Context: an optimization exercise on an open-source flow, tuned for small area. The choices shown serve that exercise and are no tape-out recipe. Where RTL was checked, it was by simulation tests only, not by an equivalence proof against the original. Power and IR drop assume default switching activity.

// Interfaz
module Interfaz(
    input wire clk,reset,
    input wire instrucciones,ProgramarCrono,ring,
    input wire [7:0] cursor,
    input wire Escribir,
    output wire  [11:0] rgbO,
    output wire hsync,vsync,
    output wire video_on,
    input wire [7:0] datos0,datos1,datos2,datos3,datos4,datos5,datos6,datos7,datos8,
    datos9,datos10,
    output wire [18:0] mem_addr,
    output wire mem_en,
    input wire [11:0] mem_data
    );
wire [9:0] pixelx, pixely;
wire tick;
SincronizadorVGA SincronizadorVGA_unit(
  .clk(clk), .reset(reset),
  .hsync(hsync), .vsync(vsync), .tick(tick), .video_on(video_on),
  .pixelx(pixelx), .pixely(pixely));
reg loaded;
always @(posedge clk, posedge reset)
  if (reset) loaded <= 1'b0;
  else if (tick) loaded <= 1'b1;
reg [2:0] diaU;    
reg [3:0] segU, segD, minU, minD, horU, horD, fecU, fecD, mesU, mesD, anoU, anoD,
          semU, semD, segUT, segDT, minUT, minDT, horUT, horDT;
always @(posedge clk)
  if (tick) begin
    segU <= datos0[3:0];  segD <= datos0[7:4];
    minU <= datos1[3:0];  minD <= datos1[7:4];
    horU <= datos2[3:0];  horD <= datos2[7:4];
    fecU <= datos3[3:0];  fecD <= datos3[7:4];
    mesU <= datos4[3:0];  mesD <= datos4[7:4];
  ...
For scale: ~140 flip-flops, about 150 I/O pins, about 7800 sq um of cells after synthesis.
==> flow/config.mk <==
export PLATFORM = sky130hd
export DESIGN_NAME = Interfaz
export DESIGN_NICKNAME = Interfaz
export VERILOG_FILES = /design/flow/design.v
export SDC_FILE = /design/flow/constraint.sdc
export NUM_CORES = 4
export LEC_CHECK = 0
export CAP_MARGIN = 0
export CORE_MARGIN = 2
export CORE_UTILIZATION = 65
export GPL_TIMING_DRIVEN = 0
export PLACE_DENSITY = 0.8
export SLEW_MARGIN = 0
==> flow/constraint.sdc <==
create_clock -name core_clock -period 10.0 [get_ports {clk}]
set_input_delay 2.0000 -clock core_clock [delete_from_list [all_inputs] [get_ports {clk}]]
set_output_delay 2.0000 -clock core_clock [all_outputs]
set_load 0.01 [all_outputs]
standard.sh (not shown) runs the stock make flow with config.mk's settings and CLKGATE_MAP_FILE= SYNTH_SCRIPT=/design/flow/synth_recipe.tcl, a recipe that flattens the netlist after the stock synthesis.
==> flow/flow/run.sh <==
#!/bin/bash
# Standard ORFS layout with these changes:
#  - synthesis is the standard flow's own script, except that ABC maps the logic with an
#    area-oriented script (flow/abc_area.script); registers are untouched;
#  - the port buffers use the smallest buffer cell;
#  - clock tree synthesis adds no dummy loads and uses small clock buffers.
# Every tool's log stays under orfs/logs/; make's output goes to flow_make.log.
set -euo pipefail
W=$(pwd)
{
  head -n 1 synth_recipe.tcl
  cat <<EOT
proc abc {args} {
  set i [lsearch -exact \$args -script]
  if {\$i >= 0} { lset args [expr {\$i + 1}] $W/flow/abc_area.script }
  yosys abc {*}\$args
}
EOT
  tail -n +2 synth_recipe.tcl
} > own_synth.tcl
sed "s|SYNTH_SCRIPT=[^ ]*|SYNTH_SCRIPT=$W/own_synth.tcl|" standard.sh > own_standard.sh
export BUFFER_PORTS_ARGS="-buffer_cell sky130_fd_sc_hd__buf_1"
export CTS_ARGS="-sink_clustering_enable -repair_clock_nets -dont_use_dummy_load -buf_list sky130_fd_sc_hd__clkbuf_8"
bash own_standard.sh finish > flow_make.log 2>&1
==> flow/flow/abc_area.script <==
&get -n
&st
&deepsyn -J 200 -T 900
&st
&dch -f
&nf -R 1000
&put
Rerun with:
--- a/flow/flow/run.sh
+++ b/flow/flow/run.sh
@@ -22,3 +22,3 @@
 export BUFFER_PORTS_ARGS="-buffer_cell sky130_fd_sc_hd__buf_1"
-export CTS_ARGS="-sink_clustering_enable -repair_clock_nets -dont_use_dummy_load -buf_list sky130_fd_sc_hd__clkbuf_8"
+export CTS_ARGS="-sink_clustering_enable -repair_clock_nets -dont_use_dummy_load -buf_list sky130_fd_sc_hd__clkbuf_8 -sink_clustering_size 24 -sink_clustering_max_diameter 120"
 bash own_standard.sh finish > flow_make.log 2>&1
==> flow/flow/abc_area.script (replaced) <==
&get -n
&st
&deepsyn -T 60
&st
&dch -f
&nf -R 1000
&put
--- a/flow/config.mk
+++ b/flow/config.mk
@@ -9,5 +9,5 @@
 export CORE_MARGIN = 2
-export CORE_UTILIZATION = 65
+export CORE_UTILIZATION = 40
 export GPL_TIMING_DRIVEN = 0
-export PLACE_DENSITY = 0.8
+export PLACE_DENSITY = 0.6
 export SLEW_MARGIN = 0
=>
- power hardly moves
- worst setup slack gets better by 52 ps
- maximum frequency grows by 0.54%
- via count shrinks by 5.1%
- synthesized area is unchanged
- worst hold slack gets worse by 4.3 ps
Rerun with:
--- a/flow/flow/run.sh
+++ b/flow/flow/run.sh
@@ -22,3 +22,3 @@
 export BUFFER_PORTS_ARGS="-buffer_cell sky130_fd_sc_hd__buf_1"
-export CTS_ARGS="-sink_clustering_enable -repair_clock_nets -dont_use_dummy_load -buf_list sky130_fd_sc_hd__clkbuf_8 -sink_clustering_size 24 -sink_clustering_max_diameter 120"
+export CTS_ARGS="-sink_clustering_enable -repair_clock_nets -dont_use_dummy_load -root_buf sky130_fd_sc_hd__clkbuf_8 -buf_list sky130_fd_sc_hd__clkbuf_4"
 bash own_standard.sh finish > flow_make.log 2>&1
==> flow/flow/abc_area.script (replaced) <==
&get -n
&st
&deepsyn -J 200 -T 900
&st
&dch -f
&nf -R 1000
&put
--- a/flow/config.mk
+++ b/flow/config.mk
@@ -9,5 +9,5 @@
 export CORE_MARGIN = 2
-export CORE_UTILIZATION = 40
+export CORE_UTILIZATION = 65
 export GPL_TIMING_DRIVEN = 0
-export PLACE_DENSITY = 0.6
+export PLACE_DENSITY = 0.8
 export SLEW_MARGIN = 0
Effect: The changed run passed the timing, design-rule and antenna checks; total power shrinks by 7.8%; combinational power goes down by about 2%; setup slack gets worse by 66 ps; sequential share of layout area rose by 1.0 points.

## before
Another version of the RTL of Interfaz (not shown whole).
Size: ~990 cells after synthesis, about 150 flip-flops, about 150 I/O pins.
Settings: LEC_CHECK=0, CAP_MARGIN=20, CORE_MARGIN=2, CORE_UTILIZATION=40, GPL_TIMING_DRIVEN=0, PLACE_DENSITY=0.6, SLEW_MARGIN=20; clock period 10.0 ns.
==> flow/flow/run.sh <==
#!/bin/bash
# Standard ORFS layout with two changes: the port buffers use the smallest
# buffer cell, and clock tree synthesis adds no dummy loads and builds the
# tree from small clock buffers. Every tool's log stays under orfs/logs/.
set -euo pipefail
export BUFFER_PORTS_ARGS="-buffer_cell sky130_fd_sc_hd__buf_1"
export CTS_ARGS="-sink_clustering_enable -repair_clock_nets -dont_use_dummy_load -buf_list sky130_fd_sc_hd__clkbuf_8"
bash standard.sh finish > flow_make.log 2>&1
before: flow completed, timing, DRC and antenna clean
Inputs modified between before and after:
Settings: clearing GPL_TIMING_DRIVEN, which used to be 0; swapping 20 for 0 in SLEW_MARGIN; swapping 20 for 0 in CAP_MARGIN.
==> flow/flow/run.sh <==
#!/bin/bash
# Standard ORFS layout with these changes:
#  - synthesis is the standard flow's own script, except that ABC maps the logic with an
#    area-oriented script (flow/abc_area.script); registers are untouched;
#  - the port buffers use the smallest buffer cell;
#  - clock tree synthesis adds no dummy loads and uses small clock buffers.
# Every tool's log stays under orfs/logs/; make's output goes to flow_make.log.
set -euo pipefail
W=$(pwd)
{
  head -n 1 synth_recipe.tcl
  cat <<EOT
proc abc {args} {
  set i [lsearch -exact \$args -script]
  if {\$i >= 0} { lset args [expr {\$i + 1}] $W/flow/abc_area.script }
  yosys abc {*}\$args
}
EOT
  tail -n +2 synth_recipe.tcl
} > own_synth.tcl
sed "s|SYNTH_SCRIPT=[^ ]*|SYNTH_SCRIPT=$W/own_synth.tcl|" standard.sh > own_standard.sh
export BUFFER_PORTS_ARGS="-buffer_cell sky130_fd_sc_hd__buf_1"
export CTS_ARGS="-sink_clustering_enable -repair_clock_nets -dont_use_dummy_load -buf_list sky130_fd_sc_hd__clkbuf_8"
bash own_standard.sh finish > flow_make.log 2>&1
==> flow/flow/abc_area.script (new file) <==
&get -n
&st
&deepsyn -T 60
&st
&dch -f
&nf -R 1000
&put
### Flow results
- Maximum fanout encountered on the critical timing path: after lower than before
- The higher arithmetic-cell share of the synthesized area counting full adders, half adders and majority gates of after and before is in after.
- Taking before as the reference, in after number of input and output port buffers inserted essentially unchanged; final critical path time including I/O delays and setup increased by 0.24 ns relative to the old numbers; slew at the pin closest to its max-slew limit moved up; part of the total power dissipated in the clock network fell 0.5 points.
- Number of violations reported at the end of detailed-routing iteration 0 was lower in after than in before.
- Looking at clock network power across both flows, after is the stronger of the two, with before trailing.
- What after reported for final standard cell area without fillers has to be multiplied by 1.12 to get the figure for before.
No functional check of the RTL was part of any run of this note.

## re-timing with driven ports
The flow's constraints put no driver on any port. The routed layouts listed below were extracted and timed again, unchanged, in two steps.
Step 1 assumes that a clkbuf_16 drives the clock port and a buf_2 every other input.
Step 2, shift: input delay + t, output delay - t, t = (earliest + latest rising clock arrival at the registers) / 2. This alone moves slack from input paths to output paths.
Three values: no drivers, after step 1, after step 2; two values: the first two.
| run | shift t [ns] | setup WS [ns] | worst data-port slew with drivers (ns) |
|---|---|---|---|
| the first run of note 1 | 0.466 | 0.329 / 0.289 / 0.755 | 0.04 |
| the second run of note 1 | 0.464 | 0.381 / 0.341 / 0.805 | 0.04 |
| the third run of note 1 | 0.463 | 0.316 / 0.276 / 0.739 | 0.04 |
| before | 0.471 | 0.432 / 0.393 / 0.864 | 0.05 |
| after | 0.467 | 0.190 / 0.155 / 0.622 | 0.05 |
After both steps every run listed still meets setup and hold.
